What follows belongs to an exercise in optimizing a design on an open flow for small area; a production flow would make more cautious choices.
Function was checked by simulation only, so behaviour that the tests miss may differ from the original.
Power figures rest on the tool's default switching activity, not on a simulated workload. The flow treats the clock pin as an ideal source, which a real chip does not have.

==> flow/flow/run.sh <==
#!/bin/bash
# Own layout flow: the standard synthesis, then every combinational cell
# set to its smallest drive strength (placement repair sizes up what needs
# it), then the standard layout with minimum-size port buffers and a
# clock tree built from fewer, larger clusters.
set -euo pipefail
LIB=$FLOW_HOME/platforms/$FLOW_PLATFORM/lib/sky130_fd_sc_hd__tt_025C_1v80.lib
RES=orfs/results/$FLOW_PLATFORM/max_pooling2x2/base

bash standard.sh synth > synth.log 2>&1
python3 flow/downsize.py "$LIB" $RES/1_2_yosys.v > downsize.log 2>&1

export BUFFER_PORTS_ARGS="-buffer_cell sky130_fd_sc_hd__buf_1"
export CTS_ARGS="-sink_clustering_enable -repair_clock_nets -sink_clustering_size 30 -sink_clustering_max_diameter 100 -buf_list sky130_fd_sc_hd__buf_12 -sink_clustering_buffer sky130_fd_sc_hd__buf_12 -tree_buf sky130_fd_sc_hd__clkbuf_4 -root_buf sky130_fd_sc_hd__clkbuf_4 -dont_use_dummy_load"
bash standard.sh finish > layout.log 2>&1
==> flow/flow/downsize.py <==
#!/usr/bin/env python3
"""Set every combinational cell of a synthesised netlist to the smallest drive
strength of its kind (same function and pins); flip-flops are left as they
are. Placement's repair then sizes up what needs more drive.
usage: downsize.py LIBERTY NETLIST"""
import re, sys, collections

lib, net = sys.argv[1], sys.argv[2]
txt = open(lib).read()
area = {}
seq = set()
for m in re.finditer(r'\n\s*cell\s*\(\s*"?(\w+)"?\s*\)\s*\{', txt):
    name = m.group(1)
    end = txt.find('\n    cell (', m.end())
    body = txt[m.end(): end if end > 0 else len(txt)]
    a = re.search(r'area\s*:\s*([\d.]+)', body)
    if a:
        area[name] = float(a.group(1))
    if re.search(r'\b(ff|latch|statetable)\s*\(', body) or 'dont_use : true' in body:
        seq.add(name)
dont = ('lpflow', 'probe', 'clk', 'dly', 'buf', 'conb', 'tap', 'fill', 'decap', 'diode')
groups = collections.defaultdict(list)
for n in area:
    m = re.match(r'(sky130_fd_sc_hd__\w+?)_(\d+)$', n)
    if m and n not in seq and not any(d in n for d in dont):
        groups[m.group(1)].append(n)
best = {}
for base, ns in groups.items():
    small = min(ns, key=lambda n: (area[n], n))
    for n in ns:
        if n != small and area[n] > area[small]:
            best[n] = small

src = open(net).read()
count = collections.Counter()
def sub(m):
    c = m.group(1)
    if c in best:
        count[c + ' -> ' + best[c]] += 1
        return m.group(0).replace(c, best[c], 1)
    return m.group(0)
out = re.sub(r'^(\s*)(sky130_fd_sc_hd__\w+)(\s)', lambda m: m.group(1) + best.get(m.group(2), m.group(2)) + m.group(3), src, flags=re.M)
for m in re.finditer(r'^\s*(sky130_fd_sc_hd__\w+)\s', src, flags=re.M):
    if m.group(1) in best:
        count[m.group(1) + ' -> ' + best[m.group(1)]] += 1
open(net, 'w').write(out)
for k, v in sorted(count.items()):
    print(f'{v:5d} {k}')
==> flow/standard.sh <==
#!/bin/bash
# synth_recipe.tcl (not shown) runs the flow's synth.tcl, then flattens the netlist and writes it again
# the make line also repeats each setting of config.mk as NAME=value (left out here)
make -C /OpenROAD-flow-scripts/flow DESIGN_CONFIG=/design/flow/config.mk WORK_HOME=/design/flow/orfs CLKGATE_MAP_FILE= SYNTH_SCRIPT=/design/flow/synth_recipe.tcl "${@:-finish}"
==> flow/config.mk <==
export PLATFORM = sky130hd
export DESIGN_NAME = max_pooling2x2
export DESIGN_NICKNAME = max_pooling2x2
export VERILOG_FILES = /design/flow/design.v
export SDC_FILE = /design/flow/constraint.sdc
export NUM_CORES = 8
export LEC_CHECK = 0
export CAP_MARGIN = 0
export CORE_MARGIN = 2
export CORE_UTILIZATION = 70
export SLEW_MARGIN = 0
export SYNTH_HIERARCHICAL = 1
export SYNTH_MINIMUM_KEEP_SIZE = 0
==> flow/constraint.sdc <==
create_clock -name core_clock -period 30.0 [get_ports {clk}]
set_input_delay 6.0000 -clock core_clock [delete_from_list [all_inputs] [get_ports {clk}]]
set_output_delay 6.0000 -clock core_clock [all_outputs]
set_load 0.01 [all_outputs]
==> flow/design.v <==
module max_fp_2input #(parameter DATA_WIDTH = 32)(o_sel, i_data_a, i_data_b, i_sel_a, i_sel_b, i_data_1, o_na);
input 	[DATA_WIDTH-1:0] 	i_data_a;
input 	[DATA_WIDTH-1:0] 	i_data_b;
input 							i_sel_a;
input 							i_sel_b;
input 	[DATA_WIDTH-1:0] 	i_data_1;    
output 							o_sel;
output 	[DATA_WIDTH-1:0] 	o_na;
wire [DATA_WIDTH-1:0] na;
assign o_na = na;
genvar i;
generate
	for (i = 0; i < DATA_WIDTH; i = i + 1) begin : opsel
		nmux2_cell Op (.a0(i_data_a[i]), .a1(i_data_b[i]), .s0(i_sel_a), .s1(i_sel_b), .y(na[i]));
	end
endgenerate
wire [DATA_WIDTH-1:0] lt;
assign lt[1] = na[0] & i_data_1[0];
generate
	for (i = 1; i < DATA_WIDTH-1; i = i + 1) begin : chain
		maj3_cell Borrow (.a(na[i]), .b(i_data_1[i]), .c(lt[i]), .y(lt[i+1]));
	end
endgenerate
assign o_sel = lt[DATA_WIDTH-1] ? ~i_data_1[DATA_WIDTH-1] : ~na[DATA_WIDTH-1];
endmodule
module maj3_cell (input a, input b, input c, output y);
assign y = (a & b) | (c & (a | b));
endmodule
module nmux2_cell (input a0, input a1, input s0, input s1, output y);
assign y = ~((s0 | a1) & (s1 | a0));
endmodule
module mux2_cell (input a0, input a1, input s0, input s1, output y);
assign y = (s1 & a1) | (s0 & a0);
endmodule
module load_cell (input na, input d, input t1, input t2, output y);
assign y = (d & t1) | (~na & ~t2);
endmodule
module lines_buffer_maxpool
	#(	parameter IMAGE_WIDTH = 28)
	(	input      clk,
		input      rst_n,
		input      i_valid,
		output reg col_odd,
		output reg row_odd,
		output reg o_valid
	);
localparam NB = IMAGE_WIDTH/2;
reg [3:0] blk;       
always @(posedge clk or negedge rst_n) begin
	if (!rst_n) begin
		col_odd <= 1'b0;
		row_odd <= 1'b0;
		blk     <= 0;
		o_valid <= 1'b0;
	end else begin
		o_valid <= i_valid & col_odd & row_odd;
		if (i_valid) begin
			col_odd <= ~col_odd;
			if (col_odd) begin
				if (blk == NB-1) begin
					blk     <= 0;
					row_odd <= ~row_odd;
				end else
					blk <= blk + 1'b1;
			end
		end
	end
end
endmodule
module max_pooling2x2 
	#(	parameter DATA_WIDTH = 32,
		parameter IMAGE_WIDTH = 28)
	(	clk,
		rst_n,
		i_valid,
		i_data,
		o_data,
		o_valid
	);
input 							clk;
input 							rst_n;
input 							i_valid;
input 	[DATA_WIDTH-1:0] 	i_data;
output 	[DATA_WIDTH-1:0] 	o_data;
output 							o_valid;
localparam NB = IMAGE_WIDTH/2;
wire col_odd, row_odd;
lines_buffer_maxpool #(.IMAGE_WIDTH(IMAGE_WIDTH)) Position (
	.clk(clk), .rst_n(rst_n), .i_valid(i_valid),
	.col_odd(col_odd), .row_odd(row_odd), .o_valid(o_valid));
reg  [DATA_WIDTH-1:0] R [0:NB-1];
wire use_tail = i_valid & ~col_odd;
wire [DATA_WIDTH-1:0] na;    
wire take;                   
max_fp_2input #(.DATA_WIDTH(DATA_WIDTH)) Max (take, R[0], R[NB-1], ~use_tail, use_tail, i_data, na);
wire take_v = i_valid & (take | ~(col_odd | row_odd));
wire [DATA_WIDTH-1:0] next0;
wire shift = use_tail;
wire [DATA_WIDTH-1:0] next [1:NB-1];
genvar k, j;
generate
	for (k = 0; k < DATA_WIDTH; k = k + 1) begin : in_sel
		load_cell Sel (.na(na[k]), .d(i_data[k]), .t1(take_v), .t2(take_v), .y(next0[k]));
	end
	for (j = 1; j < NB; j = j + 1) begin : chain
		for (k = 0; k < DATA_WIDTH; k = k + 1) begin : bits
			mux2_cell Hold (.a0(R[j][k]), .a1(R[j-1][k]), .s0(~shift), .s1(shift), .y(next[j][k]));
		end
	end
endgenerate
always @(posedge clk)
	R[0] <= next0;
generate
	for (j = 1; j < NB; j = j + 1) begin : regs
		always @(posedge clk)
			R[j] <= next[j];
	end
endgenerate
assign o_data = R[0];
endmodule
==> results.cfg, run 1 <==
[placement]
gpl.final_weighted_congestion = 0.7060
placement.setup.worst_slack_ns = 9.441
post-dp-hpwl_mm = 12.62
buffer_ports.inserted = 67

[route]
post_drt_wl_per_cell_microns = 16.37
drt-pass1-iter-count = 4
first_iter_violations = 561
ant_nets = 0
route.detailed.vias_per_inst = 6.177
drc_markers = 0
postRouteWirelength_mm = 22.11
vias = 8339

[setup_path]
top_delay_family_on_crit_path = adder cells
worst-path-max-fanout = 82
critical_path.startpoint_type = input pin
source_of_the_critical_timing_path = i_valid
critical-path-slowest-cell = o21a_2
path_buf_inv = 2
timing.critical_path.required_ns = 30.54
worstReg2RegStart = Position.col_odd
timing.reg2reg.setup_slack_ns = 15.15
worst_path_largest_cell_delay_ns = 0.94
arrival_time_at_the_worst_endpoint_ns = 20.35
timing.critical_path.mode_cell = maj3_1
timing.critical_path.to_type = flip-flop
timing_worst_setup_path_type = input pin to flip-flop

[flow_run]
max_cap_violations = 0

[clocking]
tritoncts_clock_tree = built
ctsLongestPathBuffers = 3
cts.repair_timing.setup_buffer_count = 0
htree_num_levels = 1
ctsRootBufferMaster = clkbuf_4
cts_inserted_buffers = 19
cts_resized = 0
postCtsHoldBufs = 0
cts.sinks = 455
insertion_delay_ns = 0.69
cts.clk_slew.worst_paths_ns = 0.11

[worst_hold_path]
timing.hold.worst.class = flip-flop to flip-flop
hp-start = R[5][10]

[floorplan]
fp.dieArea_sq_um = 20720
die-width_microns = 144.0
row_count = 51
die_extent_in_y_microns = 144.0
initial_utilization_pct = 70.92
core-area_sq_um = 19330
io-pin-count = 68

[sta]
clock_skew_ns = 0.06513
achievable-frequency_mhz = 50.47
layout_worst_path_cycle_share_pct = 66.05
tns_ns = 0
finalHoldViolations = 0
timing.slew.headroom_pct = 19.38
timing.final.max_slew_violations = 0
setup_viol_count_final = 0
post-route-min-period_ns = 19.81
rsz_0062_raised_after_global_routing = false
timing.final.ws_setup_ns = 10.19
worstMarginPinSlew_ns = 1.209

[synthesis]
syn-mean-instance-area_sq_um = 13.86
yosysWarningCount = 10
syn-cell-area_sq_um = 13710
syn_nets = 1024
postSynthCellCount = 989

[layout]
area.growth.synth_to_final_pct = 7.473
n_fill_cell = 1308
layout-drive-gt1-share_pct = 2.860
layout.cells.most_common_list = dfxtp_1, a22o_1, buf_1, o22ai_1, o2bb2ai_1
fin_nets = 1121
layout.cells.most_common = dfxtp_1

[grt]
maximum_number_of_pins_on_one_net_before_global_route_repair = 169
wire_length_of_the_first_global_routing_pass_mm = 36.08
groute.usage.overall_pct = 20.51
grt_overflow = 0
grt_pass1_vias = 7461
grt_antenna_before_repair = 1

[power_and_ir_drop]
irDropWorstVdd_uv = 68.28
total_leakage_power_nw = 5.863
power_per_cell_area_nw_per_um2 = 116.8

[status]
run_status = finished clean
==> metrics by stage <==
step	cell area (sq um)	utilization (%)	hold WS (ns)	cells	power, mW
after floorplan	13720	-	0.4398	989	1.358
after global placement	14390	74.43	0.4519	1330	1.459
after detailed placement	14390	74.43	0.4528	1330	1.478
after CTS	14730	76.21	0.4222	1349	1.736
after global routing	14740	76.22	0.4331	1350	1.830
final	14740	76.22	0.4178	1350	1.722
==> routing by layer <==
layer | global-route usage, % | part of all wire [%] | wire [microns] | vias up
met5 | 0 | 0 | 0 | -
met4 | 4.334 | 1.6 | 356 | 0
met3 | 2.666 | 2.6 | 564 | 23
li1 | - | - | - | 4209
met2 | 30.38 | 43 | 9546 | 89
met1 | 32.26 | 53 | 11640 | 4018
==> report_power, final <==
part / switching, mW / internal (mW)
registers: 0.152 / 0.871
logic: 0.212 / 0.233
clock network: 0.167 / 0.0865
total: 0.531 / 1.19
==> worst paths after layout <==
| kind | end | cells past startpoint |
|---|---|---|
| max | R[0][9] | 38 |
| min | R[6][10] | 1 |
| max reg2reg | R[0][9] | 37 |
| min reg2reg | R[6][10] | 1 |
| max in group asynchronous | Position.blk[0] | 1 |
| min in group asynchronous | Position.blk[3] | 1 |
==> area by class of cell <==
class	instances	area, sq um	share of cell area, %
tap	265	331.6	2.250
antenna	1	2.502	0.01698
multi-input combinational	533	4573	31.03
sequential	455	9144	62.05
inverter	1	11.26	0.07641
clock buffer	19	342.8	2.326
timing repair buffer	76	331.6	2.250
==> flip-flops by register name, summed over array words and instances (netlist names) <==
name	cells
R	448
Position.col_odd	1
Position.o_valid	1
Position.blk	4
Position.row_odd	1
==> worst register-to-register path, delay by kind of cell (launching register included) <==
kind | cells | cell delay [ns]
and+or+nand+nor | 2 | 0.80
AOI/OAI and AO/OA | 3 | 1.36
adders and majority gates | 30 | 11.12
buffers and inverters | 1 | 0.77
muxes | 1 | 0.15
DFF | 1 | 0.50
==> inputs of run 2 (changes only) <==
--- a/flow/flow/run.sh
+++ b/flow/flow/run.sh
@@ -12,4 +12,4 @@
 
 export BUFFER_PORTS_ARGS="-buffer_cell sky130_fd_sc_hd__buf_1"
-export CTS_ARGS="-sink_clustering_enable -repair_clock_nets -sink_clustering_size 30 -sink_clustering_max_diameter 100 -buf_list sky130_fd_sc_hd__buf_12 -sink_clustering_buffer sky130_fd_sc_hd__buf_12 -tree_buf sky130_fd_sc_hd__clkbuf_4 -root_buf sky130_fd_sc_hd__clkbuf_4 -dont_use_dummy_load"
+export CTS_ARGS="-sink_clustering_enable -repair_clock_nets -sink_clustering_max_diameter 100 -buf_list sky130_fd_sc_hd__buf_12 -sink_clustering_buffer sky130_fd_sc_hd__buf_12 -tree_buf sky130_fd_sc_hd__clkbuf_4 -root_buf sky130_fd_sc_hd__clkbuf_4 -dont_use_dummy_load -sink_clustering_size 32"
 bash standard.sh finish > layout.log 2>&1
==> run 2 against run 1 <==
Compared with the run above: still clean on timing, DRC and antenna; sequential cell count unchanged; via count is essentially flat; die area unchanged; critical endpoint is now R[0][19]; largest cell class unchanged.
==> results.cfg, run 2 <==
[route]
post_drt_wl_per_cell_microns = 16.59
first_iter_violations = 566
postRouteWirelength_mm = 22.38
ant_nets = 0
route.detailed.vias_per_inst = 6.186
vias = 8345
drt-pass1-iter-count = 5
drc_markers = 0

[placement]
gpl.final_weighted_congestion = 0.7060
placement.setup.worst_slack_ns = 9.441
post-dp-hpwl_mm = 12.62
buffer_ports.inserted = 67

[sta]
clock_skew_ns = 0.06533
timing.final.ws_setup_ns = 10.15
achievable-frequency_mhz = 50.37
post-route-min-period_ns = 19.85
worstMarginPinSlew_ns = 1.216
timing.final.max_slew_violations = 0
layout_worst_path_cycle_share_pct = 66.17
final.hold.worst_slack_ns = 0.4082
finalHoldViolations = 0
setup_viol_count_final = 0
tns_ns = 0
rsz_0062_raised_after_global_routing = false
timing.slew.headroom_pct = 18.92

[power_and_ir_drop]
total_leakage_power_nw = 5.854
irDropWorstVdd_uv = 68.43
power_per_cell_area_nw_per_um2 = 116.8

[setup_path]
worst-path-max-fanout = 82
arrival_time_at_the_worst_endpoint_ns = 20.37
timing.critical_path.required_ns = 30.52
critical-path-slowest-cell = o21a_2
critical_path.startpoint_type = input pin
timing.critical_path.mode_cell = maj3_1
timing_worst_setup_path_type = input pin to flip-flop
timing.critical_path.to_type = flip-flop
worst_path_largest_cell_delay_ns = 0.95

[synthesis]
syn-cell-area_sq_um = 13710
syn-mean-instance-area_sq_um = 13.86
yosysWarningCount = 10
syn_nets = 1024
postSynthCellCount = 989

[clocking]
insertion_delay_ns = 0.71
ctsLongestPathBuffers = 3
cts.clk_slew.worst_paths_ns = 0.11
tritoncts_clock_tree = built
cts_resized = 0
postCtsHoldBufs = 0
cts_inserted_buffers = 18
ctsRootBufferMaster = clkbuf_4
cts.sinks = 455
cts.repair_timing.setup_buffer_count = 0
htree_num_levels = 1

[grt]
grt_overflow = 0
grt_pass1_vias = 7411
grt_antenna_before_repair = 1
groute.usage.overall_pct = 20.68
maximum_number_of_pins_on_one_net_before_global_route_repair = 169
wire_length_of_the_first_global_routing_pass_mm = 36.23

[layout]
seq_cell_area_sq_um = 9144
fin_nets = 1120
max_flop_register = R
n_fill_cell = 1286
largest_register_ff_count = 448
layout.cells.most_common_list = dfxtp_1, a22o_1, buf_1, o22ai_1, o2bb2ai_1
multi_input_area_sq_um = 4573
area.growth.synth_to_final_pct = 7.327
layout-drive-gt1-share_pct = 2.770
layout.cells.most_common = dfxtp_1
top_regs = R x448, Position.blk x4

[status]
run_status = finished clean

[floorplan]
die_extent_in_y_microns = 144.0
core-area_sq_um = 19330
io-pin-count = 68
die-width_microns = 144.0
initial_utilization_pct = 70.92
row_count = 51
fp.dieArea_sq_um = 20720

[flow_run]
max_cap_violations = 0

[worst_hold_path]
timing.hold.worst.class = flip-flop to flip-flop
-- run 2: per-layer routing --
layer,global-route usage (%),up-vias,routed length [microns]
li1,-,4215,-
met1,33.00,4021,11780
met2,30.13,87,9685
met3,2.799,22,592
met4,4.128,0,323
met5,0,-,0
-- run 2: worst paths after layout --
kind | slack [ns] | start | to | cells past startpoint
max | 10.15 | i_valid | R[0][19] | 38
min | 0.41 | R[8][11] | R[9][11] | 1
max reg2reg | 15.09 | Position.col_odd | R[0][19] | 37
min reg2reg | 0.41 | R[8][11] | R[9][11] | 1
max in group asynchronous | 24.54 | rst_n | Position.blk[3] | 1
min in group asynchronous | 5.15 | rst_n | Position.col_odd | 1
-- run 2: worst max-delay path, delay by kind of cell --
family	cells	cell delay (ns)
adders and majority gates	30	11.09
AOI/OAI and AO/OA	3	1.30
buffers and inverters	2	0.94
and+or+nand+nor	2	0.75
muxes	1	0.15
-- run 2: cell type report --
type | count | area share (%)
timing repair buffer | 76 | 2.253
tap | 265 | 2.253
sequential | 455 | 62.13
antenna | 1 | 0.01700
inverter | 1 | 0.07652
clock buffer | 18 | 2.194
multi-input combinational | 533 | 31.07
-- run 2: report_power, final --
| group | switching (mW) | internal, mW |
|---|---|---|
| Clock | 0.168 | 0.0816 |
| Combinational | 0.212 | 0.233 |
| Sequential | 0.152 | 0.870 |
-- run 2: through the flow --
step,area (sq um),total power [mW],instances,util (%)
after floorplan,13720,1.358,989,-
after global placement,14390,1.459,1330,74.43
after detailed placement,14390,1.478,1330,74.43
after CTS,14710,1.731,1348,76.10
after global routing,14720,1.825,1349,76.11
final,14720,1.718,1349,76.11
==> inputs of run 3 (changes only) <==
--- a/flow/flow/run.sh
+++ b/flow/flow/run.sh
@@ -12,4 +12,4 @@
 
 export BUFFER_PORTS_ARGS="-buffer_cell sky130_fd_sc_hd__buf_1"
-export CTS_ARGS="-sink_clustering_enable -repair_clock_nets -sink_clustering_max_diameter 100 -buf_list sky130_fd_sc_hd__buf_12 -sink_clustering_buffer sky130_fd_sc_hd__buf_12 -tree_buf sky130_fd_sc_hd__clkbuf_4 -root_buf sky130_fd_sc_hd__clkbuf_4 -dont_use_dummy_load -sink_clustering_size 32"
+export CTS_ARGS="-sink_clustering_enable -repair_clock_nets -sink_clustering_max_diameter 100 -buf_list sky130_fd_sc_hd__buf_12 -sink_clustering_buffer sky130_fd_sc_hd__buf_12 -tree_buf sky130_fd_sc_hd__clkbuf_4 -root_buf sky130_fd_sc_hd__clkbuf_4 -dont_use_dummy_load -sink_clustering_size 30"
 bash standard.sh finish > layout.log 2>&1
--- a/flow/config.mk
+++ b/flow/config.mk
@@ -8,5 +8,5 @@
 export CAP_MARGIN = 0
 export CORE_MARGIN = 2
-export CORE_UTILIZATION = 70
+export CORE_UTILIZATION = 85
 export SLEW_MARGIN = 0
 export SYNTH_HIERARCHICAL = 1
==> run 3 against run 2 <==
Compared with the run above: highest routed layer unchanged; setup slack worse by 0.73 ns; critical endpoint is now R[0][0]; clock skew is 0.014 ns higher; largest power group unchanged; power is 8.6% higher.
==> results.cfg, run 3 <==
[setup_path]
timing.critical_path.required_ns = 30.49
critical-path-slowest-cell = o21a_2
worst_path_largest_cell_delay_ns = 1.05
timing.rr.end = R[0][0]
arrival_time_at_the_worst_endpoint_ns = 21.07
worst-path-max-fanout = 101
timing.critical_path.mode_cell = maj3_1
timing.reg2reg.setup_slack_ns = 14.50
timing_worst_setup_path_type = input pin to flip-flop
critical_path.startpoint_type = input pin
timing.critical_path.to_type = flip-flop
reg2reg_depth = 37
worstReg2RegStart = Position.col_odd

[power_and_ir_drop]
power.share.combinational_pct = 27.9
total_leakage_power_nw = 5.860
power.share.clock_pct = 14.2
switching_share_of_total_power_pct = 35.99
irDropWorstVdd_uv = 107.3
total_switching_power_mw = 0.6717
power_per_cell_area_nw_per_um2 = 127.2
p_seq_share_pct = 57.9
p_int_mw = 1.195

[layout]
area.growth.synth_to_final_pct = 7.026
fin_area_sq_um = 14680
max_flop_register = R
n_fill_cell = 422
layout.cells.most_common = dfxtp_1
layout.cells.most_common_list = dfxtp_1, a22o_1, buf_1, o22ai_1, o2bb2ai_1
largest_register_ff_count = 448
layout-drive-gt1-share_pct = 2.860
top_regs = R x448, Position.blk x4
fin_nets = 1121

[clocking]
cts.clk_slew.worst_paths_ns = 0.12
ctsRootBufferMaster = clkbuf_4
ctsLongestPathBuffers = 3
tritoncts_clock_tree = built
insertion_delay_ns = 0.75
postCtsHoldBufs = 0
htree_num_levels = 1
cts.sinks = 455
cts.repair_timing.setup_buffer_count = 0
cts_inserted_buffers = 19
cts_resized = 0

[flow_run]
max_cap_violations = 0

[worst_hold_path]
min_delay_endpoint = R[3][7]
timing.hold.worst.class = flip-flop to flip-flop
hold_path_depth = 1
hp-start = R[2][7]

[sta]
achievable-frequency_mhz = 48.59
layout_worst_path_cycle_share_pct = 68.60
rsz_0062_raised_after_global_routing = false
timing.slew.headroom_pct = 11.59
worstMarginPinSlew_ns = 1.326
tns_ns = 0
setup_viol_count_final = 0
clock_skew_ns = 0.07953
finalHoldViolations = 0
post-route-min-period_ns = 20.58
timing.final.ws_setup_ns = 9.420
timing.final.max_slew_violations = 0

[grt]
grt_overflow = 0
wire_length_of_the_first_global_routing_pass_mm = 55.16
maximum_number_of_pins_on_one_net_before_global_route_repair = 190
groute.usage.overall_pct = 41.98
grt_antenna_before_repair = 1
grt_pass1_vias = 9496

[floorplan]
core-area_sq_um = 15830
initial_utilization_pct = 86.63
io-pin-count = 68
row_count = 46
die-width_microns = 131.0
fp.dieArea_sq_um = 17160
die_extent_in_y_microns = 131.0

[route]
drc_markers = 0
first_iter_violations = 1363
post_drt_wl_per_cell_microns = 28.18
route.detailed.vias_per_inst = 7.606
ant_nets = 0
postRouteWirelength_mm = 36.66
drt-pass1-iter-count = 8
vias = 9896

[placement]
buffer_ports.inserted = 67
post-dp-hpwl_mm = 18.26
dpl_cell_area_sq_um = 14330
gpl.final_weighted_congestion = 0.6978
placement.setup.worst_slack_ns = 9.260

[synthesis]
syn_nets = 1024
syn-mean-instance-area_sq_um = 13.86
yosysWarningCount = 10
syn-cell-area_sq_um = 13710
postSynthCellCount = 989

[status]
run_status = finished clean
-- run 3: final cells by class --
class	count	area, sq um	area share (%)
well taps	216	270.3	1.842
clock buffers	19	342.8	2.336
repair buffers	76	331.6	2.259
multi-input cells	533	4573	31.16
diodes	1	2.502	0.01705
flip-flops and latches	455	9144	62.31
inverters	1	11.26	0.07673
-- run 3: worst max-delay path, delay by kind of cell --
| family | cells | cell delay, ns |
|---|---|---|
| fa+ha+maj | 30 | 11.64 |
| mux | 1 | 0.18 |
| compound gates | 3 | 1.52 |
| buf+inv | 2 | 0.95 |
| simple gates | 2 | 0.67 |
-- run 3: worst max-delay path by stage --
stage	from	endpoint	slack, ns	cells past startpoint
after global placement	i_valid	R[0][0]	9.88	38
after detailed placement	i_valid	R[0][26]	9.26	38
after CTS	i_valid	R[0][0]	9.64	38
final	i_valid	R[0][0]	9.42	38
after floorplan	i_valid	R[0][0]	2.08	37
after global routing	i_valid	R[0][0]	9.00	38
-- run 3: per-stage QoR --
stage / hold WS (ns) / std cells / utilization [%] / total power [mW]
after floorplan: 0.4398 / 989 / - / 1.358
after global placement: 0.4518 / 1281 / 90.54 / 1.452
after detailed placement: 0.4559 / 1281 / 90.54 / 1.525
after CTS: 0.4233 / 1300 / 92.70 / 1.835
after global routing: 0.4408 / 1301 / 92.72 / 1.918
final: 0.4263 / 1301 / 92.72 / 1.867
-- run 3: power by group through the flow --
stage	clock [mW]	sequential, mW	combinational (mW)
final	0.265	1.08	0.521
after global routing	0.276	1.10	0.545
after CTS	0.260	1.07	0.506
after detailed placement	0	1.05	0.472
after global placement	0	1.02	0.427
after floorplan	0	0.999	0.359
-- run 3: routing by layer --
layer  track usage [%]  vias to the layer above  routed length (microns)
met1             52.90                     4791                    13530
met3             6.596                      178                     2805
li1                  -                     4207                        -
met5                 0                        -                        0
met4             20.71                        0                     1974
met2             71.08                      720                    18350
==> inputs of run 4 (changes only) <==
--- a/flow/config.mk
+++ b/flow/config.mk
@@ -8,5 +8,6 @@
 export CAP_MARGIN = 0
 export CORE_MARGIN = 2
-export CORE_UTILIZATION = 85
+export CORE_UTILIZATION = 70
+export PLACE_DENSITY = 0.85
 export SLEW_MARGIN = 0
 export SYNTH_HIERARCHICAL = 1
==> run 4 against run 3 <==
Compared with the run above: maximum frequency grew 7.3%; highest routed layer unchanged; synthesized cell count is the same; setup slack gained 1.4 ns; clock skew shrank 0.016 ns; still clean on timing, DRC and antenna; largest cell class unchanged; cell area grew 0.42%; sequential power shrank 6%; first-iteration DRC count shrank 56%; clock power shrank 4%.
==> results.cfg, run 4 <==
[sta]
setup_viol_count_final = 0
tns_ns = 0
worstMarginPinSlew_ns = 1.009
timing.slew.headroom_pct = 32.75
clock_skew_ns = 0.06356
layout_worst_path_cycle_share_pct = 63.92
final.hold.worst_slack_ns = 0.4156
timing.final.ws_setup_ns = 10.83
rsz_0062_raised_after_global_routing = false
achievable-frequency_mhz = 52.15
post-route-min-period_ns = 19.17
timing.final.max_slew_violations = 0
finalHoldViolations = 0

[grt]
grt_pass1_vias = 7658
wire_length_of_the_first_global_routing_pass_mm = 37.74
grt_overflow = 0
grt_antenna_before_repair = 1
groute.usage.overall_pct = 21.76
maximum_number_of_pins_on_one_net_before_global_route_repair = 167

[layout]
max_flop_register = R
layout.cells.most_common = dfxtp_1
fin_nets = 1121
layout-drive-gt1-share_pct = 2.860
top_regs = R x448, Position.blk x4
largest_register_ff_count = 448
layout.cells.most_common_list = dfxtp_1, a22o_1, buf_1, o22ai_1, o2bb2ai_1
area.growth.synth_to_final_pct = 7.473
n_fill_cell = 1257

[route]
route.detailed.vias_per_inst = 6.281
vias = 8479
first_iter_violations = 597
ant_nets = 0
post_drt_wl_per_cell_microns = 17.02
drt-pass1-iter-count = 5
postRouteWirelength_mm = 22.97
drc_markers = 0

[floorplan]
core-area_sq_um = 19330
row_count = 51
fp.dieArea_sq_um = 20720
initial_utilization_pct = 70.92
io-pin-count = 68
die_extent_in_y_microns = 144.0
die-width_microns = 144.0

[synthesis]
postSynthCellCount = 989
syn_nets = 1024
syn-mean-instance-area_sq_um = 13.86
syn-cell-area_sq_um = 13710
yosysWarningCount = 10

[power_and_ir_drop]
total_leakage_power_nw = 5.863
irDropWorstVdd_uv = 73.38
power_per_cell_area_nw_per_um2 = 117.2
p_total_mw = 1.728

[clocking]
postCtsHoldBufs = 0
ctsLongestPathBuffers = 3
cts.sinks = 455
cts_resized = 0
cts.clk_slew.worst_paths_ns = 0.11
cts.repair_timing.setup_buffer_count = 0
insertion_delay_ns = 0.71
tritoncts_clock_tree = built
ctsRootBufferMaster = clkbuf_4
cts_inserted_buffers = 19
htree_num_levels = 1

[setup_path]
worst-path-max-fanout = 105
timing.critical_path.to_type = flip-flop
critical-path-slowest-cell = inv_8
timing.rr.end = R[0][2]
critical_path.startpoint_type = input pin
worst_path_largest_cell_delay_ns = 0.53
worstReg2RegStart = Position.col_odd
arrival_time_at_the_worst_endpoint_ns = 19.69
reg2reg_depth = 38
timing_worst_setup_path_type = input pin to flip-flop
timing.critical_path.required_ns = 30.52
timing.reg2reg.setup_slack_ns = 15.91
timing.critical_path.mode_cell = maj3_1

[placement]
gpl.final_weighted_congestion = 0.7333
post-dp-hpwl_mm = 13.42
placement.setup.worst_slack_ns = 10.05
buffer_ports.inserted = 67

[status]
run_status = finished clean

[worst_hold_path]
hp-start = R[3][1]
timing.hold.worst.class = flip-flop to flip-flop
min_delay_endpoint = R[4][1]
hold_path_depth = 1

[flow_run]
max_cap_violations = 0
run 4: power by group:
part / total, mW / internal, mW / switching [mW]
combinational: 0.449 / 0.234 / 0.215
sequential: 1.02 / 0.871 / 0.154
clock: 0.254 / 0.0864 / 0.168
total: 1.73 / 1.19 / 0.537
run 4: worst max-delay path by stage:
stage | start | endpoint | cells past startpoint
2_1_floorplan | i_valid | R[0][0] | 37
3_3_place_gp | i_valid | R[0][22] | 39
3_5_place_dp | i_valid | R[0][18] | 39
4_1_cts | i_valid | R[0][2] | 39
5_1_grt | i_valid | R[0][2] | 39
6_report | i_valid | R[0][2] | 39
run 4: through the flow:
step	cell area, sq um	instances	util, %
global placement	14390	1330	74.43
detailed placement	14390	1330	74.43
CTS	14730	1349	76.21
floorplan	13720	989	-
finish	14740	1350	76.22
global route	14740	1350	76.22
run 4: cell type report:
type                            instances  area (sq um)  share of cell area (%)
Clock buffer                           19         342.8                   2.326
Sequential cell                       455          9144                   62.05
Inverter                                1         11.26                 0.07641
Tap cell                              265         331.6                   2.250
Multi-Input combinational cell        533          4573                   31.03
Antenna cell                            1         2.502                 0.01698
Timing Repair Buffer                   76         331.6                   2.250
run 4: critical path, delay by kind of cell:
| family | cells | cell delay [ns] |
|---|---|---|
| muxes | 1 | 0.16 |
| adders and majority gates | 30 | 11.14 |
| buffers and inverters | 3 | 1.34 |
| AOI/OAI and AO/OA | 3 | 0.45 |
| and+or+nand+nor | 2 | 0.53 |
run 4: layer usage:
layer / vias to the layer above / global-route usage, % / wire [microns]
met3: 37 / 2.832 / 712
met4: 0 / 5.831 / 551
met5: - / 0 / 0
met1: 4120 / 33.26 / 11360
li1: 4209 / - / -
met2: 113 / 32.78 / 10350
==> inputs of run 5 (changes only) <==
--- a/flow/flow/run.sh
+++ b/flow/flow/run.sh
@@ -12,4 +12,4 @@
 
 export BUFFER_PORTS_ARGS="-buffer_cell sky130_fd_sc_hd__buf_1"
-export CTS_ARGS="-sink_clustering_enable -repair_clock_nets -sink_clustering_max_diameter 100 -buf_list sky130_fd_sc_hd__buf_12 -sink_clustering_buffer sky130_fd_sc_hd__buf_12 -tree_buf sky130_fd_sc_hd__clkbuf_4 -root_buf sky130_fd_sc_hd__clkbuf_4 -dont_use_dummy_load -sink_clustering_size 30"
+export CTS_ARGS="-sink_clustering_enable -repair_clock_nets -sink_clustering_max_diameter 100 -buf_list sky130_fd_sc_hd__buf_12 -sink_clustering_buffer sky130_fd_sc_hd__buf_12 -tree_buf sky130_fd_sc_hd__clkbuf_4 -root_buf sky130_fd_sc_hd__clkbuf_4 -dont_use_dummy_load -sink_clustering_size 34"
 bash standard.sh finish > layout.log 2>&1
==> run 5 against run 4 <==
Compared with the run above: still clean on timing, DRC and antenna; first-iteration DRC count down 3.0%; global-route usage is 0.13 points lower; largest cell class unchanged; sequential power hardly changed; clock skew rose by 0.0026 ns; hold slack better by 0.011 ns.
==> results.cfg, run 5 <==
[status]
run_status = finished clean

[clocking]
cts.clk_slew.worst_paths_ns = 0.12
cts.sinks = 455
postCtsHoldBufs = 0
cts_inserted_buffers = 17
cts.repair_timing.setup_buffer_count = 0
htree_num_levels = 1
tritoncts_clock_tree = built
cts_resized = 0
ctsLongestPathBuffers = 3
ctsRootBufferMaster = clkbuf_4
insertion_delay_ns = 0.68

[sta]
post-route-min-period_ns = 19.23
timing.final.max_slew_violations = 0
achievable-frequency_mhz = 52.01
finalHoldViolations = 0
worstMarginPinSlew_ns = 1.019
clock_skew_ns = 0.06616
layout_worst_path_cycle_share_pct = 64.09
timing.slew.headroom_pct = 32.03
final.hold.worst_slack_ns = 0.4264
setup_viol_count_final = 0
rsz_0062_raised_after_global_routing = false
tns_ns = 0

[layout]
layout.cells.most_common_list = dfxtp_1, a22o_1, buf_1, o22ai_1, o2bb2ai_1
fin_nets = 1119
utilization_pct = 76.01
fin_area_sq_um = 14700
area.growth.synth_to_final_pct = 7.181
final-instance-count-excl-fill = 1348
layout.cells.most_common = dfxtp_1
largest_register_ff_count = 448
max_flop_register = R
top_regs = R x448, Position.blk x4
n_fill_cell = 1265
layout-drive-gt1-share_pct = 2.680

[setup_path]
timing.critical_path.mode_cell = maj3_1
critical-path-slowest-cell = inv_8
timing.critical_path.to_type = flip-flop
critical_path.startpoint_type = input pin
source_of_the_critical_timing_path = i_valid
timing.reg2reg.setup_slack_ns = 15.90
timing.critical_path.required_ns = 30.49
arrival_time_at_the_worst_endpoint_ns = 19.71
timing.critical_path.to = R[0][2]
worst-path-max-fanout = 105
timing.rr.end = R[0][2]
timing_worst_setup_path_type = input pin to flip-flop
worst_path_largest_cell_delay_ns = 0.53
worstReg2RegStart = Position.col_odd
reg2reg_depth = 38

[route]
ant_nets = 0
drt-pass1-iter-count = 5
post_drt_wl_per_cell_microns = 16.90
postRouteWirelength_mm = 22.78
route.detailed.vias_per_inst = 6.277
first_iter_violations = 579
vias = 8461
drc_markers = 0

[grt]
groute.usage.overall_pct = 21.63
grt_antenna_before_repair = 1
grt_pass1_vias = 7602
wire_length_of_the_first_global_routing_pass_mm = 37.42
grt_overflow = 0
maximum_number_of_pins_on_one_net_before_global_route_repair = 167

[power_and_ir_drop]
power.share.clock_pct = 14.0
p_seq_share_pct = 59.8
switching_share_of_total_power_pct = 31.09
irDropWorstVdd_uv = 64.96
p_int_mw = 1.181
total_leakage_power_nw = 5.844
power.share.combinational_pct = 26.2
power_per_cell_area_nw_per_um2 = 116.6
total_switching_power_mw = 0.5326

[placement]
place.detailed.instances = 1330
post-dp-hpwl_mm = 13.42
gpl.final_weighted_congestion = 0.7333
dpl_cell_area_sq_um = 14390
buffer_ports.inserted = 67

[synthesis]
syn_nets = 1024
syn-cell-area_sq_um = 13710
yosysWarningCount = 10
postSynthCellCount = 989
syn-mean-instance-area_sq_um = 13.86

[flow_run]
max_cap_violations = 0

[floorplan]
fp.dieArea_sq_um = 20720
die_extent_in_y_microns = 144.0
core-area_sq_um = 19330
io-pin-count = 68
initial_utilization_pct = 70.92
row_count = 51
die-width_microns = 144.0

[worst_hold_path]
hp-start = R[3][1]
timing.hold.worst.class = flip-flop to flip-flop
## run 5: area by class of cell
cell class	instances	area (sq um)	area share (%)
Sequential cell	455	9144	62.22
Multi-Input combinational cell	533	4573	31.12
Timing Repair Buffer	76	331.6	2.256
Tap cell	265	331.6	2.256
Clock buffer	17	302.8	2.060
Inverter	1	11.26	0.07662
Antenna cell	1	2.502	0.01703
## run 5: critical path: cells and delay by family
family | cells | cell delay (ns)
compound gates | 3 | 0.45
fa+ha+maj | 30 | 11.16
buf+inv | 3 | 1.34
mux | 1 | 0.16
simple gates | 2 | 0.53
## run 5: per-layer routing
metal / vias to the layer above / routed length (microns) / global-route usage (%)
met2: 116 / 10190 / 33.03
met5: - / 0 / 0
met1: 4113 / 11320 / 32.81
li1: 4204 / - / -
met4: 0 / 517 / 5.470
met3: 28 / 746 / 2.799
## run 5: metrics by stage
step	setup WS (ns)	total power, mW
2_1_floorplan	2.078	1.358
3_3_place_gp	10.29	1.457
3_5_place_dp	10.05	1.482
4_1_cts	10.76	1.725
5_1_grt	10.16	1.822
6_report	10.77	1.713
## run 5: worst min path at each step
stage | end | cells after the start
5_1_grt | R[6][6] | 1
3_3_place_gp | R[4][16] | 1
6_report | R[4][1] | 1
2_1_floorplan | R[13][0] | 1
4_1_cts | R[3][6] | 1
3_5_place_dp | R[5][11] | 1
## run 5: power groups by stage
stage                     Sequential [mW]  Clock (mW)  Combinational (mW)
final                                1.02       0.240               0.449
after global routing                 1.06       0.265               0.501
after floorplan                     0.999           0               0.359
after CTS                            1.02       0.247               0.454
after global placement               1.03           0               0.431
after detailed placement             1.03           0               0.450
==> inputs of run 6 (changes only) <==
--- a/flow/flow/run.sh
+++ b/flow/flow/run.sh
@@ -12,4 +12,4 @@
 
 export BUFFER_PORTS_ARGS="-buffer_cell sky130_fd_sc_hd__buf_1"
-export CTS_ARGS="-sink_clustering_enable -repair_clock_nets -sink_clustering_max_diameter 100 -buf_list sky130_fd_sc_hd__buf_12 -sink_clustering_buffer sky130_fd_sc_hd__buf_12 -tree_buf sky130_fd_sc_hd__clkbuf_4 -root_buf sky130_fd_sc_hd__clkbuf_4 -dont_use_dummy_load -sink_clustering_size 34"
+export CTS_ARGS="-sink_clustering_enable -repair_clock_nets -sink_clustering_max_diameter 100 -tree_buf sky130_fd_sc_hd__clkbuf_4 -root_buf sky130_fd_sc_hd__clkbuf_4 -dont_use_dummy_load -buf_list sky130_fd_sc_hd__buf_8 -sink_clustering_buffer sky130_fd_sc_hd__buf_8 -sink_clustering_size 23"
 bash standard.sh finish > layout.log 2>&1
==> run 6 against run 5 <==
Compared with the run above: still clean; cell area up 0.12%; clock skew is 0.041 ns lower; critical path depth is the same; combinational power barely moved; synthesized cell count unchanged; final cell count grew 0.37%; first-iteration DRC count up 7.9%; maximum frequency rose by 0.48%; sequential power is essentially flat; non-clock buffer count is the same; sequential share of layout area shrank 0.074 points; synthesized area did not move; largest cell class unchanged; largest power group unchanged; highest routed layer unchanged.
==> results.cfg, run 6 <==
[layout]
n_fill_cell = 1263
layout-drive-gt1-share_pct = 3.217
largest_register_ff_count = 448
layout.cells.most_common_list = dfxtp_1, a22o_1, buf_1, o22ai_1, o2bb2ai_1
seq_cell_area_sq_um = 9144
layout.cells.most_common = dfxtp_1
area.growth.synth_to_final_pct = 7.309
fin_nets = 1125
max_flop_register = R
antennaDiodeCount = 0
top_regs = R x448, Position.blk x4
fin_area_sq_um = 14710
multi_input_area_sq_um = 4573

[route]
post_drt_wl_per_cell_microns = 17.08
ant_nets = 0
drc_markers = 0
drt-pass1-iter-count = 5
route.detailed.vias_per_inst = 6.297
first_iter_violations = 625
vias = 8520
postRouteWirelength_mm = 23.11

[floorplan]
core-area_sq_um = 19330
io-pin-count = 68
die_extent_in_y_microns = 144.0
initial_utilization_pct = 70.92
fp.dieArea_sq_um = 20720
die-width_microns = 144.0
row_count = 51

[setup_path]
critical-path-slowest-cell = inv_8
timing.critical_path.to_type = flip-flop
timing_worst_setup_path_type = input pin to flip-flop
worst-path-max-fanout = 105
arrival_time_at_the_worst_endpoint_ns = 19.72
timing.critical_path.mode_cell = maj3_1
worst_path_largest_cell_delay_ns = 0.53
worstReg2RegStart = Position.col_odd
timing.reg2reg.setup_slack_ns = 15.91
timing.critical_path.required_ns = 30.58
critical_path.startpoint_type = input pin
timing.rr.end = R[0][6]
reg2reg_depth = 38

[power_and_ir_drop]
p_int_mw = 1.180
power_per_cell_area_nw_per_um2 = 116.9
power.share.combinational_pct = 26.1
irDropWorstVdd_uv = 68.75
p_seq_share_pct = 59.6
power.share.clock_pct = 14.3
total_switching_power_mw = 0.5395
total_leakage_power_nw = 5.861
switching_share_of_total_power_pct = 31.37

[sta]
timing.final.ws_setup_ns = 10.86
tns_ns = 0
rsz_0062_raised_after_global_routing = false
final.hold.worst_slack_ns = 0.4656
post-route-min-period_ns = 19.14
timing.final.max_slew_violations = 0
finalHoldViolations = 0
worstMarginPinSlew_ns = 1.013
setup_viol_count_final = 0
clock_skew_ns = 0.02537
timing.slew.headroom_pct = 32.49
layout_worst_path_cycle_share_pct = 63.79
achievable-frequency_mhz = 52.26

[clocking]
htree_num_levels = 1
tritoncts_clock_tree = built
postCtsHoldBufs = 0
cts.clk_slew.worst_paths_ns = 0.11
insertion_delay_ns = 0.73
ctsLongestPathBuffers = 3
ctsRootBufferMaster = clkbuf_4
cts_resized = 0
cts_inserted_buffers = 23
cts.repair_timing.setup_buffer_count = 0
cts.sinks = 455

[placement]
post-dp-hpwl_mm = 13.42
dpl_cell_area_sq_um = 14390
buffer_ports.inserted = 67
placement.setup.worst_slack_ns = 10.05
gpl.final_weighted_congestion = 0.7333

[grt]
grt_pass1_vias = 7605
maximum_number_of_pins_on_one_net_before_global_route_repair = 167
grt_antenna_before_repair = 0
wire_length_of_the_first_global_routing_pass_mm = 37.79
grt_overflow = 0
groute.usage.overall_pct = 21.89

[synthesis]
syn-cell-area_sq_um = 13710
syn-mean-instance-area_sq_um = 13.86
yosysWarningCount = 10
syn_nets = 1024
postSynthCellCount = 989

[status]
run_status = finished clean

[worst_hold_path]
hold_path_depth = 1
timing.hold.worst.class = flip-flop to flip-flop
hp-start = R[8][8]
min_delay_endpoint = R[9][8]

[flow_run]
max_cap_violations = 0
-- run 6: critical path: cells and delay by family --
family                     cells  cell delay [ns]
adders and majority gates     30            11.16
AOI/OAI and AO/OA              3             0.46
muxes                          1             0.16
and+or+nand+nor                2             0.52
buffers and inverters          3             1.34
-- run 6: power groups by stage --
stage | Sequential [mW] | Combinational [mW] | Clock (mW)
finish | 1.02 | 0.449 | 0.245
detailed placement | 1.03 | 0.450 | 0
floorplan | 0.999 | 0.359 | 0
CTS | 1.02 | 0.453 | 0.251
global placement | 1.03 | 0.431 | 0
global route | 1.06 | 0.500 | 0.271
-- run 6: final cells by class --
cell class | instances | share of cell area [%]
well taps | 265 | 2.253
clock buffers | 23 | 2.194
flip-flops and latches | 455 | 62.14
inverters | 1 | 0.07653
multi-input cells | 533 | 31.08
repair buffers | 76 | 2.253
-- run 6: routing by layer --
layer  vias up  global-route usage [%]  routed length [microns]
met5         -                       0                        0
met4         0                   5.470                      506
met3        38                   3.032                      762
met2       115                   33.06                    10420
met1      4156                   33.43                    11420
li1       4211                       -                        -
-- run 6: worst max-delay path by stage --
stage | start | endpoint | cells after the start
after global routing | i_valid | R[0][18] | 39
final | i_valid | R[0][6] | 39
after floorplan | i_valid | R[0][0] | 37
after detailed placement | i_valid | R[0][18] | 39
after global placement | i_valid | R[0][22] | 39
after CTS | i_valid | R[0][6] | 39
-- run 6: through the flow --
step / util (%) / power (mW) / std cells
6_report: 76.10 / 1.720 / 1353
5_1_grt: 76.10 / 1.827 / 1353
4_1_cts: 76.10 / 1.729 / 1353
3_5_place_dp: 74.43 / 1.482 / 1330
3_3_place_gp: 74.43 / 1.457 / 1330
2_1_floorplan: - / 1.358 / 989
==> inputs of run 7 (changes only) <==
--- a/flow/flow/run.sh
+++ b/flow/flow/run.sh
@@ -12,4 +12,4 @@
 
 export BUFFER_PORTS_ARGS="-buffer_cell sky130_fd_sc_hd__buf_1"
-export CTS_ARGS="-sink_clustering_enable -repair_clock_nets -sink_clustering_max_diameter 100 -tree_buf sky130_fd_sc_hd__clkbuf_4 -root_buf sky130_fd_sc_hd__clkbuf_4 -dont_use_dummy_load -buf_list sky130_fd_sc_hd__buf_8 -sink_clustering_buffer sky130_fd_sc_hd__buf_8 -sink_clustering_size 23"
+export CTS_ARGS="-sink_clustering_enable -repair_clock_nets -tree_buf sky130_fd_sc_hd__clkbuf_4 -root_buf sky130_fd_sc_hd__clkbuf_4 -dont_use_dummy_load -buf_list sky130_fd_sc_hd__buf_12 -sink_clustering_buffer sky130_fd_sc_hd__buf_12 -sink_clustering_size 32 -sink_clustering_max_diameter 100"
 bash standard.sh finish > layout.log 2>&1
==> run 7 against run 6 <==
Compared with the run above: setup slack lost 0.056 ns; sequential cell count did not move; count of clock-buffer cells in the layout decreased by 5; wire length fell by 0.77%; critical path type unchanged; largest cell class unchanged; critical path depth stayed put; still clean on timing, DRC and antenna; largest power group unchanged.
==> results.cfg, run 7 <==
[setup_path]
worst-path-max-fanout = 105
worst_path_largest_cell_delay_ns = 0.52
worstReg2RegStart = Position.col_odd
cp_num_cells = 39
timing.reg2reg.setup_slack_ns = 15.92
timing.critical_path.to_type = flip-flop
timing.critical_path.required_ns = 30.49
arrival_time_at_the_worst_endpoint_ns = 19.68
critical-path-slowest-cell = inv_8
top_delay_family_on_crit_path = adder cells
timing.critical_path.mode_cell = maj3_1
timing_worst_setup_path_type = input pin to flip-flop
critical_path.startpoint_type = input pin
timing.rr.end = R[0][2]
source_of_the_critical_timing_path = i_valid
path_buf_inv = 3
reg2reg_depth = 38
timing.critical_path.to = R[0][2]

[sta]
setup_viol_count_final = 0
achievable-frequency_mhz = 52.10
post-route-min-period_ns = 19.19
timing.final.max_slew_violations = 0
finalHoldViolations = 0
clock_skew_ns = 0.09508
tns_ns = 0
layout_worst_path_cycle_share_pct = 63.97
worstMarginPinSlew_ns = 1.005
timing.slew.headroom_pct = 32.97
timing.final.ws_setup_ns = 10.81
rsz_0062_raised_after_global_routing = false

[floorplan]
io-pin-count = 68
initial_utilization_pct = 70.92
die_extent_in_y_microns = 144.0
die-width_microns = 144.0
row_count = 51
core-area_sq_um = 19330
fp.dieArea_sq_um = 20720

[route]
post_drt_wl_per_cell_microns = 17.01
drt-pass1-iter-count = 5
ant_nets = 0
first_iter_violations = 692
vias = 8482
drc_markers = 0
postRouteWirelength_mm = 22.93
route.detailed.vias_per_inst = 6.292

[grt]
grt_antenna_before_repair = 0
grt_overflow = 0
grt_pass1_vias = 7605
maximum_number_of_pins_on_one_net_before_global_route_repair = 167
wire_length_of_the_first_global_routing_pass_mm = 37.63
groute.usage.overall_pct = 21.67

[status]
run_status = finished clean

[layout]
final-instance-count-excl-fill = 1348
layout-drive-gt1-share_pct = 2.770
area.growth.synth_to_final_pct = 7.309
antennaDiodeCount = 0
layout.cells.most_common = dfxtp_1
utilization_pct = 76.10
max_flop_register = R
largest_register_ff_count = 448
top_regs = R x448, Position.blk x4
layout.cells.most_common_list = dfxtp_1, a22o_1, buf_1, o22ai_1, o2bb2ai_1
fin_nets = 1120

[clocking]
cts.sinks = 455
cts_resized = 0
insertion_delay_ns = 0.72
cts.repair_timing.setup_buffer_count = 0
postCtsHoldBufs = 0
ctsRootBufferMaster = clkbuf_4
htree_num_levels = 1
cts.clk_slew.worst_paths_ns = 0.11
tritoncts_clock_tree = built
cts_inserted_buffers = 18
ctsLongestPathBuffers = 3

[synthesis]
postSynthCellCount = 989
syn_nets = 1024
syn-cell-area_sq_um = 13710
yosysWarningCount = 10
syn-mean-instance-area_sq_um = 13.86

[placement]
gpl.final_weighted_congestion = 0.7333
place.detailed.instances = 1330
buffer_ports.inserted = 67
placement.setup.worst_slack_ns = 10.05
post-dp-hpwl_mm = 13.42

[power_and_ir_drop]
switching_share_of_total_power_pct = 31.10
p_int_mw = 1.186
p_seq_share_pct = 59.6
power.share.clock_pct = 14.4
power_per_cell_area_nw_per_um2 = 116.9
p_total_mw = 1.721
power.share.combinational_pct = 26.1
irDropWorstVdd_uv = 65.50
total_switching_power_mw = 0.5351
total_leakage_power_nw = 5.854

[worst_hold_path]
timing.hold.worst.class = flip-flop to flip-flop

[flow_run]
max_cap_violations = 0
-- run 7: area by class of cell --
class	count	area, sq um
Clock buffer	18	322.8
Fill cell	1276	4621
Inverter	1	11.26
Multi-Input combinational cell	533	4573
Sequential cell	455	9144
Tap cell	265	331.6
Timing Repair Buffer	76	331.6
-- run 7: power by group through the flow --
| stage | clock network [mW] | registers [mW] | logic [mW] |
|---|---|---|---|
| final | 0.247 | 1.02 | 0.449 |
| after global routing | 0.274 | 1.06 | 0.500 |
| after CTS | 0.254 | 1.02 | 0.453 |
| after detailed placement | 0 | 1.03 | 0.450 |
| after global placement | 0 | 1.03 | 0.431 |
| after floorplan | 0 | 0.999 | 0.359 |
-- run 7: worst min path at each step --
stage / cells past startpoint / endpoint / from
5_1_grt: 1 / R[4][1] / R[3][1]
2_1_floorplan: 1 / R[13][0] / R[13][0]
3_3_place_gp: 1 / R[4][16] / R[4][16]
6_report: 1 / R[4][1] / R[3][1]
4_1_cts: 1 / R[4][1] / R[3][1]
3_5_place_dp: 1 / R[5][11] / R[5][11]
-- run 7: worst reg2reg max path: cells and delay by family (launching register included) --
family                     cells  cell delay (ns)
adders and majority gates     30            11.15
muxes                          1             0.16
buffers and inverters          2             1.03
AOI/OAI and AO/OA              3             0.51
and+or+nand+nor                2             0.57
DFF                            1             0.48
-- run 7: metal layers --
metal,global-route usage [%],vias to the layer above,share of wire (%)
met5,0,-,0
met4,4.954,0,1.8
met3,2.899,27,3.1
met2,32.91,95,46
met1,33.19,4160,49
li1,-,4200,-
-- run 7: stage by stage --
| step | area [sq um] | hold WS, ns |
|---|---|---|
| 6_report | 14710 | 0.4123 |
| 5_1_grt | 14710 | 0.4266 |
| 4_1_cts | 14710 | 0.4169 |
| 3_5_place_dp | 14390 | 0.4527 |
| 3_3_place_gp | 14390 | 0.4520 |
| 2_1_floorplan | 13720 | 0.4398 |
==> inputs of run 8 (changes only) <==
--- a/flow/flow/run.sh
+++ b/flow/flow/run.sh
@@ -12,4 +12,4 @@
 
 export BUFFER_PORTS_ARGS="-buffer_cell sky130_fd_sc_hd__buf_1"
-export CTS_ARGS="-sink_clustering_enable -repair_clock_nets -tree_buf sky130_fd_sc_hd__clkbuf_4 -root_buf sky130_fd_sc_hd__clkbuf_4 -dont_use_dummy_load -buf_list sky130_fd_sc_hd__buf_12 -sink_clustering_buffer sky130_fd_sc_hd__buf_12 -sink_clustering_size 32 -sink_clustering_max_diameter 100"
+export CTS_ARGS="-sink_clustering_enable -repair_clock_nets -tree_buf sky130_fd_sc_hd__clkbuf_4 -root_buf sky130_fd_sc_hd__clkbuf_4 -dont_use_dummy_load -buf_list sky130_fd_sc_hd__buf_12 -sink_clustering_buffer sky130_fd_sc_hd__buf_12 -sink_clustering_size 32 -sink_clustering_max_diameter 70"
 bash standard.sh finish > layout.log 2>&1
==> run 8 against run 7 <==
Compared with the run above: core utilization unchanged; cell area unchanged; final cell count unchanged; power about the same; synthesized area unchanged; largest cell class unchanged.
==> results.cfg, run 8 <==
[status]
run_status = finished clean

[worst_hold_path]
timing.hold.worst.class = flip-flop to flip-flop
min_delay_endpoint = R[7][13]
hold_path_depth = 1
hp-start = R[6][13]

[sta]
layout_worst_path_cycle_share_pct = 63.98
post-route-min-period_ns = 19.19
setup_viol_count_final = 0
finalHoldViolations = 0
timing.final.max_slew_violations = 0
tns_ns = 0
achievable-frequency_mhz = 52.10
worstMarginPinSlew_ns = 1.012
timing.slew.headroom_pct = 32.54
clock_skew_ns = 0.05759
timing.final.ws_setup_ns = 10.81
rsz_0062_raised_after_global_routing = false

[setup_path]
timing.critical_path.to_type = flip-flop
timing.reg2reg.setup_slack_ns = 15.91
timing_worst_setup_path_type = input pin to flip-flop
arrival_time_at_the_worst_endpoint_ns = 19.71
path_buf_inv = 3
critical-path-slowest-cell = inv_8
timing.critical_path.mode_cell = maj3_1
worstReg2RegStart = Position.col_odd
critical_path.startpoint_type = input pin
reg2reg_depth = 38
timing.rr.end = R[0][6]
top_delay_family_on_crit_path = adder cells
worst-path-max-fanout = 105
timing.critical_path.required_ns = 30.52
worst_path_largest_cell_delay_ns = 0.54

[clocking]
ctsLongestPathBuffers = 3
cts_resized = 0
ctsRootBufferMaster = clkbuf_4
postCtsHoldBufs = 0
htree_num_levels = 1
cts.sinks = 455
cts_inserted_buffers = 18
cts.clk_slew.worst_paths_ns = 0.11
tritoncts_clock_tree = built
cts.repair_timing.setup_buffer_count = 0
insertion_delay_ns = 0.70

[layout]
n_fill_cell = 1269
largest_register_ff_count = 448
layout.cells.most_common = dfxtp_1
area.growth.synth_to_final_pct = 7.309
utilization_pct = 76.10
max_flop_register = R
top_regs = R x448, Position.blk x4
fin_area_sq_um = 14710
layout-drive-gt1-share_pct = 2.770
layout.cells.most_common_list = dfxtp_1, a22o_1, buf_1, o22ai_1, o2bb2ai_1
fin_nets = 1120
antennaDiodeCount = 0

[floorplan]
fp.dieArea_sq_um = 20720
core-area_sq_um = 19330
die_extent_in_y_microns = 144.0
initial_utilization_pct = 70.92
die-width_microns = 144.0
io-pin-count = 68
row_count = 51

[synthesis]
syn-cell-area_sq_um = 13710
yosysWarningCount = 10
postSynthCellCount = 989
syn_nets = 1024
syn-mean-instance-area_sq_um = 13.86

[flow_run]
max_cap_violations = 0

[grt]
groute.usage.overall_pct = 21.64
maximum_number_of_pins_on_one_net_before_global_route_repair = 167
wire_length_of_the_first_global_routing_pass_mm = 37.54
grt_pass1_vias = 7560
grt_antenna_before_repair = 0
grt_overflow = 0

[placement]
gpl.final_weighted_congestion = 0.7333
dpl_cell_area_sq_um = 14390
post-dp-hpwl_mm = 13.42
placement.setup.worst_slack_ns = 10.05
buffer_ports.inserted = 67

[route]
drc_markers = 0
vias = 8474
post_drt_wl_per_cell_microns = 16.99
route.detailed.vias_per_inst = 6.286
postRouteWirelength_mm = 22.90
first_iter_violations = 579
drt-pass1-iter-count = 4
ant_nets = 0

[power_and_ir_drop]
irDropWorstVdd_uv = 82.81
power_per_cell_area_nw_per_um2 = 116.9
total_leakage_power_nw = 5.854
==> run 8: cell type report <==
type                       instances  area [sq um]  share of cell area [%]
timing repair buffer              76         331.6                   2.253
inverter                           1         11.26                 0.07653
sequential                       455          9144                   62.14
clock buffer                      18         322.8                   2.194
tap                              265         331.6                   2.253
multi-input combinational        533          4573                   31.08
==> run 8: through the flow <==
| stage | power [mW] | cells | hold WS (ns) |
|---|---|---|---|
| 2_1_floorplan | 1.358 | 989 | 0.4398 |
| 3_3_place_gp | 1.457 | 1330 | 0.4520 |
| 3_5_place_dp | 1.482 | 1330 | 0.4527 |
| 4_1_cts | 1.732 | 1348 | 0.4588 |
| 5_1_grt | 1.830 | 1348 | 0.4695 |
| 6_report | 1.721 | 1348 | 0.4500 |
==> run 8: worst max-delay path by stage <==
stage / from / end / slack [ns] / cells after the start
floorplan: i_valid / R[0][0] / 2.08 / 37
global placement: i_valid / R[0][22] / 10.29 / 39
detailed placement: i_valid / R[0][18] / 10.05 / 39
CTS: i_valid / R[0][6] / 10.78 / 39
global route: i_valid / R[0][12] / 10.22 / 39
finish: i_valid / R[0][6] / 10.81 / 39
==> run 8: worst register-to-register path, delay by kind of cell (launching register included) <==
| family | cells | cell delay (ns) |
|---|---|---|
| AO/OA/AOI/OAI | 3 | 0.53 |
| adder cells (fa/ha/maj) | 30 | 11.15 |
| buffers and inverters | 2 | 1.04 |
| flip-flops | 1 | 0.48 |
| multiplexers | 1 | 0.16 |
| AND/OR/NAND/NOR | 2 | 0.57 |
==> run 8: routing by layer <==
metal  GRT usage, %  vias up  share of wire (%)
met3          2.699       25                2.9
met2          33.03      100                 45
met4          4.076        0                1.5
met1          33.52     4140                 50
li1               -     4209                  -
met5              0        -                  0
==> run 8: report_power, final <==
group          switching, mW  internal [mW]
sequential             0.154          0.871
clock                  0.165         0.0817
combinational          0.216          0.234

## afterwards: timing with drivers on the ports
How much do the figures lean on ideal ports? The routed layouts below were timed once more, with nothing changed but the port constraints.
Step 1 sets driving cells, clkbuf_16 on the clock port and buf_2 on the other inputs (assumed; they add their load-dependent delay and slew).
Step 2 times the ports against the registers' clock, not the clock port: input delays grow and output delays shrink by t, the midpoint of the rising clock arrivals with the driver on.
Three values: no drivers, after step 1, after step 2; two values: the first two.
run	t, ns	slack for setup (ns)	worst hold slack (ns)	clock arrival spread, ns	slew at the worst register clock pin (ns)
run 1	0.707	10.186 / 10.208 / 9.501	0.418 / 0.418 / 0.418	0.077 / 0.076	0.12 / 0.12
run 2	0.720	10.149 / 10.170 / 9.450	0.408 / 0.408 / 0.408	0.065 / 0.065	0.12 / 0.12
run 3	0.756	9.420 / 9.432 / 8.677	0.426 / 0.426 / 0.426	0.082 / 0.081	0.12 / 0.12
run 4	0.721	10.825 / 10.840 / 10.119	0.416 / 0.416 / 0.416	0.064 / 0.064	0.11 / 0.11
run 5	0.691	10.773 / 10.787 / 10.097	0.426 / 0.426 / 0.426	0.066 / 0.067	0.12 / 0.12
run 6	0.758	10.864 / 10.878 / 10.120	0.466 / 0.466 / 0.466	0.026 / 0.026	0.12 / 0.12
run 7	0.708	10.808 / 10.822 / 10.115	0.412 / 0.412 / 0.412	0.095 / 0.095	0.12 / 0.12
run 8	0.709	10.807 / 10.820 / 10.111	0.450 / 0.450 / 0.450	0.060 / 0.060	0.12 / 0.12
After both steps every run listed still meets setup and hold. The setup slack of run 6, which loses most, moves by +0.014 ns with the drivers and by -0.744 ns with both steps.
